Background: an optimization exercise with open tools, aiming at small area. Do not read the settings as production practice. Function was checked by simulation only, so behaviour that the tests miss may differ from the original. Power and IR drop assume default switching activity.

// mem_iso_top
module mem_iso_top
(
    input wire [4:0]                        axi_s_awid,
    input wire [32:0]                       axi_s_awaddr,
    input wire [7:0]                        axi_s_awlen,
    input wire [2:0]                        axi_s_awsize,
    input wire [1:0]                        axi_s_awburst,
    input wire                              axi_s_awvalid,
    output wire                             axi_s_awready,
    input wire [127:0]                      axi_s_wdata,
    input wire [15:0]                       axi_s_wstrb,
    input wire                              axi_s_wlast,
    input wire                              axi_s_wvalid,
    output wire                             axi_s_wready,
    output wire [4:0]                       axi_s_bid,
    output wire [1:0]                       axi_s_bresp,
    output wire                             axi_s_bvalid,
    input wire                              axi_s_bready,
    input wire [4:0]                        axi_s_arid,
    input wire [32:0]                       axi_s_araddr,
    input wire [7:0]                        axi_s_arlen,
    input wire [2:0]                        axi_s_arsize,
    input wire [1:0]                        axi_s_arburst,
    input wire                              axi_s_arvalid,
    output wire                             axi_s_arready,
    output wire [4:0]                       axi_s_rid,
    output wire [127:0]                     axi_s_rdata,
    output wire [1:0]                       axi_s_rresp,
    output wire                             axi_s_rlast,
    output wire                             axi_s_rvalid,
    input wire                              axi_s_rready,
    output wire [4:0]                       axi_m_awid,
    output wire [32:0]                      axi_m_awaddr,
    output wire [7:0]                       axi_m_awlen,
  ...
Size in the first run: ~3400 cells after synthesis, ~1300 flip-flops, about 45000 sq um of cells after synthesis.
==> flow/config.mk <==
export PLATFORM = sky130hd
export DESIGN_NAME = mem_iso_top
export DESIGN_NICKNAME = mem_iso_top
export VERILOG_FILES = /design/flow/design.v
export SDC_FILE = /design/flow/constraint.sdc
export NUM_CORES = 4
export LEC_CHECK = 0
export CAP_MARGIN = 20
export CORE_MARGIN = 2
export CORE_UTILIZATION = 60
export SLEW_MARGIN = 20
==> flow/constraint.sdc <==
create_clock -name core_clock -period 5.5 [get_ports {aclk}]
set_input_delay 1.1000 -clock core_clock [delete_from_list [all_inputs] [get_ports {aclk}]]
set_output_delay 1.1000 -clock core_clock [all_outputs]
set_load 0.01 [all_outputs]
standard.sh (not shown) runs the stock make flow with config.mk's settings and CLKGATE_MAP_FILE= SYNTH_SCRIPT=/design/flow/synth_recipe.tcl, a recipe that flattens the netlist after the stock synthesis.
==> flow/flow/run.sh <==
#!/bin/bash
# The standard layout (standard.sh) with these changes:
#  - synthesis: area-oriented ABC script (flow/area.abc, via flow/synth.tcl) and no hard
#    half/full-adder cells (ADDER_MAP_FILE empty), so ABC maps the adders too
#  - every port still gets a buffer, but a sky130_fd_sc_hd__buf_1
#  - CTS: clkbuf_16 leaf buffers driving clusters of up to 25 sinks within 120 um,
#    without dummy loads
# make's full output goes to standard.log; ORFS keeps each step's log under orfs/logs.
set -euo pipefail
W=$PWD
export AREA_ABC_SCRIPT=$W/flow/area.abc
export ADDER_MAP_FILE=
export BUFFER_PORTS_ARGS="-buffer_cell sky130_fd_sc_hd__buf_1"
export CTS_ARGS="-sink_clustering_enable -repair_clock_nets -dont_use_dummy_load -buf_list sky130_fd_sc_hd__clkbuf_16 -sink_clustering_size 25 -sink_clustering_max_diameter 120"
sed "s#SYNTH_SCRIPT=[^ ']*#SYNTH_SCRIPT=$W/flow/synth.tcl#" standard.sh > standard_area.sh
grep -q "SYNTH_SCRIPT=$W/flow/synth.tcl" standard_area.sh
bash standard_area.sh > standard.log 2>&1
==> flow/flow/area.abc <==
strash
ifraig
scorr
dc2
strash
dch -f
map -a
topo
strash
dch -f
amap
topo
strash
dch -f
amap
topo
==> flow/flow/synth.tcl <==
# The standard flow's synthesis script (synth_recipe.tcl) with one change: ABC maps the logic with
# the area-oriented script in $::env(AREA_ABC_SCRIPT) instead of ORFS's delay-driven one.
# Registers are mapped before ABC runs, so they are the standard synthesis's registers.
proc synth {args} { yosys synth -nofsm -noshare {*}$args }
proc abc {args} {
  set keep {}
  set skip 0
  foreach a $args {
    if {$skip} { set skip 0; continue }
    if {$a eq "-script" || $a eq "-D"} { set skip 1; continue }
    lappend keep $a
  }
  yosys abc -script $::env(AREA_ABC_SCRIPT) {*}$keep
}
source $::env(SCRIPTS_DIR)/synth.tcl
# left out here: clear keep_hierarchy, flatten, clean up, hide names made inside functions, write 1_2_yosys.v
The starting point completed with no timing, DRC or antenna violations.
==> next run, changes <==
--- a/flow/flow/run.sh
+++ b/flow/flow/run.sh
@@ -14 +14 @@
-export CTS_ARGS="-sink_clustering_enable -repair_clock_nets -dont_use_dummy_load -buf_list sky130_fd_sc_hd__clkbuf_16 -sink_clustering_size 25 -sink_clustering_max_diameter 120"
+export CTS_ARGS="-sink_clustering_enable -repair_clock_nets -dont_use_dummy_load -buf_list sky130_fd_sc_hd__clkbuf_8 -root_buf sky130_fd_sc_hd__clkbuf_16 -sink_clustering_size 16 -sink_clustering_max_diameter 80"
==> flow/flow/area.abc (replaced) <==
strash
ifraig
scorr
dc2
strash
dch -f
map -a
topo
strash
dch -f
amap
topo
Core utilization is lower by 0.93 points. Design area hardly moves. Total power is lower by 0.36%.
==> next run, changes <==
--- a/flow/flow/run.sh
+++ b/flow/flow/run.sh
@@ -14 +14 @@
-export CTS_ARGS="-sink_clustering_enable -repair_clock_nets -dont_use_dummy_load -buf_list sky130_fd_sc_hd__clkbuf_8 -root_buf sky130_fd_sc_hd__clkbuf_16 -sink_clustering_size 16 -sink_clustering_max_diameter 80"
+export CTS_ARGS="-sink_clustering_enable -repair_clock_nets -dont_use_dummy_load -buf_list sky130_fd_sc_hd__clkbuf_16 -sink_clustering_size 28 -sink_clustering_max_diameter 135"
The new run completed without violations.
Design area barely changes.
Synthesized cell count stays the same.
Non-clock buffer count stays the same.
Sequential share of layout area barely changes.
Power is about the same.
Global-route usage goes down by 0.27 points.
Die area is unchanged.
Setup slack loses 0.0091 ns.


## oak
Another version of the RTL of mem_iso_top (not shown whole).
Size in the first run: roughly 3400 cells after synthesis, ~1300 flip-flops, roughly 950 I/O pins, roughly 45000 um2 of cells after synthesis.
## mem_iso_top
module mem_iso_top
(
    input wire [4:0]                        axi_s_awid,
    input wire [32:0]                       axi_s_awaddr,
    input wire [7:0]                        axi_s_awlen,
    input wire [2:0]                        axi_s_awsize,
    input wire [1:0]                        axi_s_awburst,
    input wire                              axi_s_awvalid,
    output wire                             axi_s_awready,
    input wire [127:0]                      axi_s_wdata,
    input wire [15:0]                       axi_s_wstrb,
    input wire                              axi_s_wlast,
    input wire                              axi_s_wvalid,
    output wire                             axi_s_wready,
    output wire [4:0]                       axi_s_bid,
    output wire [1:0]                       axi_s_bresp,
    output wire                             axi_s_bvalid,
    input wire                              axi_s_bready,
    input wire [4:0]                        axi_s_arid,
    input wire [32:0]                       axi_s_araddr,
    input wire [7:0]                        axi_s_arlen,
    input wire [2:0]                        axi_s_arsize,
    input wire [1:0]                        axi_s_arburst,
    input wire                              axi_s_arvalid,
    output wire                             axi_s_arready,
    output wire [4:0]                       axi_s_rid,
    output wire [127:0]                     axi_s_rdata,
    output wire [1:0]                       axi_s_rresp,
    output wire                             axi_s_rlast,
    output wire                             axi_s_rvalid,
    input wire                              axi_s_rready,
    output wire [4:0]                       axi_m_awid,
    output wire [32:0]                      axi_m_awaddr,
    output wire [7:0]                       axi_m_awlen,
    output wire [2:0]                       axi_m_awsize,
    output wire [1:0]                       axi_m_awburst,
    output wire                             axi_m_awuser,
  ...
export LEC_CHECK = 0
export CAP_MARGIN = 20
export CORE_MARGIN = 2
export CORE_UTILIZATION = 60
export SLEW_MARGIN = 20
create_clock -name core_clock -period 5.5 [get_ports {aclk}]
==> flow/flow/run.sh <==
#!/bin/bash
# The standard layout (standard.sh) with these changes:
#  - synthesis: area-oriented ABC script (flow/area.abc, via flow/synth.tcl) and no hard
#    half/full-adder cells (ADDER_MAP_FILE empty), so ABC maps the adders too
#  - every port still gets a buffer, but a sky130_fd_sc_hd__buf_1
#  - CTS: clkbuf_16 leaf buffers driving clusters of up to 28 sinks within 135 um,
#    without dummy loads
# make's full output goes to standard.log; ORFS keeps each step's log under orfs/logs.
set -euo pipefail
W=$PWD
export AREA_ABC_SCRIPT=$W/flow/area.abc
export ADDER_MAP_FILE=
export BUFFER_PORTS_ARGS="-buffer_cell sky130_fd_sc_hd__buf_1"
export CTS_ARGS="-sink_clustering_enable -repair_clock_nets -dont_use_dummy_load -buf_list sky130_fd_sc_hd__clkbuf_16 -sink_clustering_size 28 -sink_clustering_max_diameter 135"
sed "s#SYNTH_SCRIPT=[^ ']*#SYNTH_SCRIPT=$W/flow/synth.tcl#" standard.sh > standard_area.sh
grep -q "SYNTH_SCRIPT=$W/flow/synth.tcl" standard_area.sh
bash standard_area.sh > standard.log 2>&1
==> flow/flow/area.abc <==
strash
ifraig
scorr
dc2
strash
balance
rewrite
refactor
balance
rewrite
rewrite -z
balance
refactor -z
rewrite -z
balance
dch -f
map -a
topo
strash
dch -f
amap
topo
Scripts as last shown in full above: flow/flow/synth.tcl
The following lists how pine was set up differently from oak:
==> flow/flow/area.abc <==
strash
ifraig
scorr
dc2
strash
dch -f
map -a
topo
strash
dch -f
amap
topo
pine finished every stage and its layout cleared the timing, DRC and antenna checks.
From oak to pine the numbers moved as follows: sequential share of layout area has increased; wire length of the first global-routing pass lost about 0.8%; internal power component essentially unchanged; proportion of power drawn by the clock network held steady.
Of pine and oak, the run reporting the higher number of non-clock buffers in the layout was oak.
Sort pine and oak by final critical path time including I/O delays and setup asc -> top: oak
pine vs oak: maximum frequency down
pine vs oak: met1 demand-to-capacity share in global routing down in pine


mem_iso_top with an RTL version that a note above also has.
Size in the first run: about 1300 flip-flops, about 0.046 mm^2 of cells after synthesis.
Settings: LEC_CHECK=0, CAP_MARGIN=20, CORE_MARGIN=2, CORE_UTILIZATION=60, GPL_TIMING_DRIVEN=0, SLEW_MARGIN=20; clock period 5.5 ns.
==> flow/flow/run.sh <==
#!/bin/bash
# The standard layout (standard.sh) with these changes:
#  - synthesis: area-oriented ABC script (flow/area.abc, via flow/synth.tcl) and no hard
#    half/full-adder cells (ADDER_MAP_FILE empty), so ABC maps the adders too
#  - every port still gets a buffer, but a sky130_fd_sc_hd__buf_1
#  - CTS: clkbuf_16 leaf buffers driving clusters of up to 25 sinks within 120 um,
#    without dummy loads
# make's full output goes to standard.log; ORFS keeps each step's log under orfs/logs.
set -euo pipefail
W=$PWD
export AREA_ABC_SCRIPT=$W/flow/area.abc
export ADDER_MAP_FILE=
export BUFFER_PORTS_ARGS="-buffer_cell sky130_fd_sc_hd__buf_1"
export CTS_ARGS="-sink_clustering_enable -repair_clock_nets -dont_use_dummy_load -buf_list sky130_fd_sc_hd__clkbuf_16 -sink_clustering_size 25 -sink_clustering_max_diameter 120"
sed "s#SYNTH_SCRIPT=[^ ']*#SYNTH_SCRIPT=$W/flow/synth.tcl#" standard.sh > standard_area.sh
grep -q "SYNTH_SCRIPT=$W/flow/synth.tcl" standard_area.sh
bash standard_area.sh > standard.log 2>&1
==> flow/flow/area.abc <==
strash
ifraig
scorr
dc2
strash
dch -f
map -a
topo
strash
dch -f
amap
topo
Scripts as last shown in full above: flow/flow/synth.tcl
==> next run, changes <==
- CORE_UTILIZATION: 60 -> 70
- GPL_TIMING_DRIVEN: 0 -> not set
Now the flow ended with an error in I/O pin placement.
Synthesized area stays the same.
Synthesized cell count is unchanged.
==> next run, changes <==
- CAP_MARGIN: 20 -> 5
- CORE_UTILIZATION: 70 -> 60
- SLEW_MARGIN: 20 -> 5
With this change the flow went through all stages and came out clean.
Synthesized area stays the same.
Synthesized cell count does not change.
==> next run, changes <==
--- a/flow/flow/run.sh
+++ b/flow/flow/run.sh
@@ -12,5 +12,5 @@
 export ADDER_MAP_FILE=
 export BUFFER_PORTS_ARGS="-buffer_cell sky130_fd_sc_hd__buf_1"
-export CTS_ARGS="-sink_clustering_enable -repair_clock_nets -dont_use_dummy_load -buf_list sky130_fd_sc_hd__clkbuf_16 -sink_clustering_size 25 -sink_clustering_max_diameter 120"
+export CTS_ARGS="-sink_clustering_enable -repair_clock_nets -dont_use_dummy_load -buf_list sky130_fd_sc_hd__clkbuf_16 -sink_clustering_size 28 -sink_clustering_max_diameter 135"
 sed "s#SYNTH_SCRIPT=[^ ']*#SYNTH_SCRIPT=$W/flow/synth.tcl#" standard.sh > standard_area.sh
 grep -q "SYNTH_SCRIPT=$W/flow/synth.tcl" standard_area.sh
- CAP_MARGIN: 5 -> 20
- CORE_ASPECT_RATIO: not set -> 0.5
- CORE_UTILIZATION: 60 -> 70
- SLEW_MARGIN: 5 -> 20
After rerunning:
- The new run finished with setup timing left
- routed wire length shrinks by 1.5%
- synthesized cell count stays the same
- synthesized area does not change
- via count went up by 4.2%
- setup slack degrades by 330 ps
- core utilization increases by 12 points
- die area shrinks by 14%
- sequential cell count does not change
- hold slack is better by 5.5 ps

## afterwards: timing with drivers on the ports
The results above use ideal ports. As a check the final layouts listed here were re-extracted and re-timed, cells and wires unchanged.
Step 1 assumes that a clkbuf_16 drives the clock port and a buf_2 every other input.
Step 2 moves the port delays by t, midway between the first and last clock arrival at a register: inputs arrive t later, outputs are due t later. That takes back most of the time a late clock gives input paths.
a / b / c = no drivers / after step 1 / after step 2; a / b = the first two.
run	shift t [ns]	setup WS [ns]	worst slew at a driven data input, ns
the first run of note 1	0.711	0.345 / 0.345 / 0.345	0.15
the second run of note 1	0.685	0.342 / 0.271 / 0.344	0.14
the third run of note 1	0.679	0.333 / 0.264 / 0.339	0.14
oak	0.686	0.202 / 0.202 / 0.202	0.13
pine	0.679	0.077 / 0.020 / 0.210	0.13
the first run of note 3	0.720	0.138 / 0.066 / 0.152	0.12
the third run of note 3	0.709	0.315 / 0.246 / 0.330	0.14
the fourth run of note 3	0.679	-0.014 / -0.014 / -0.014	0.12
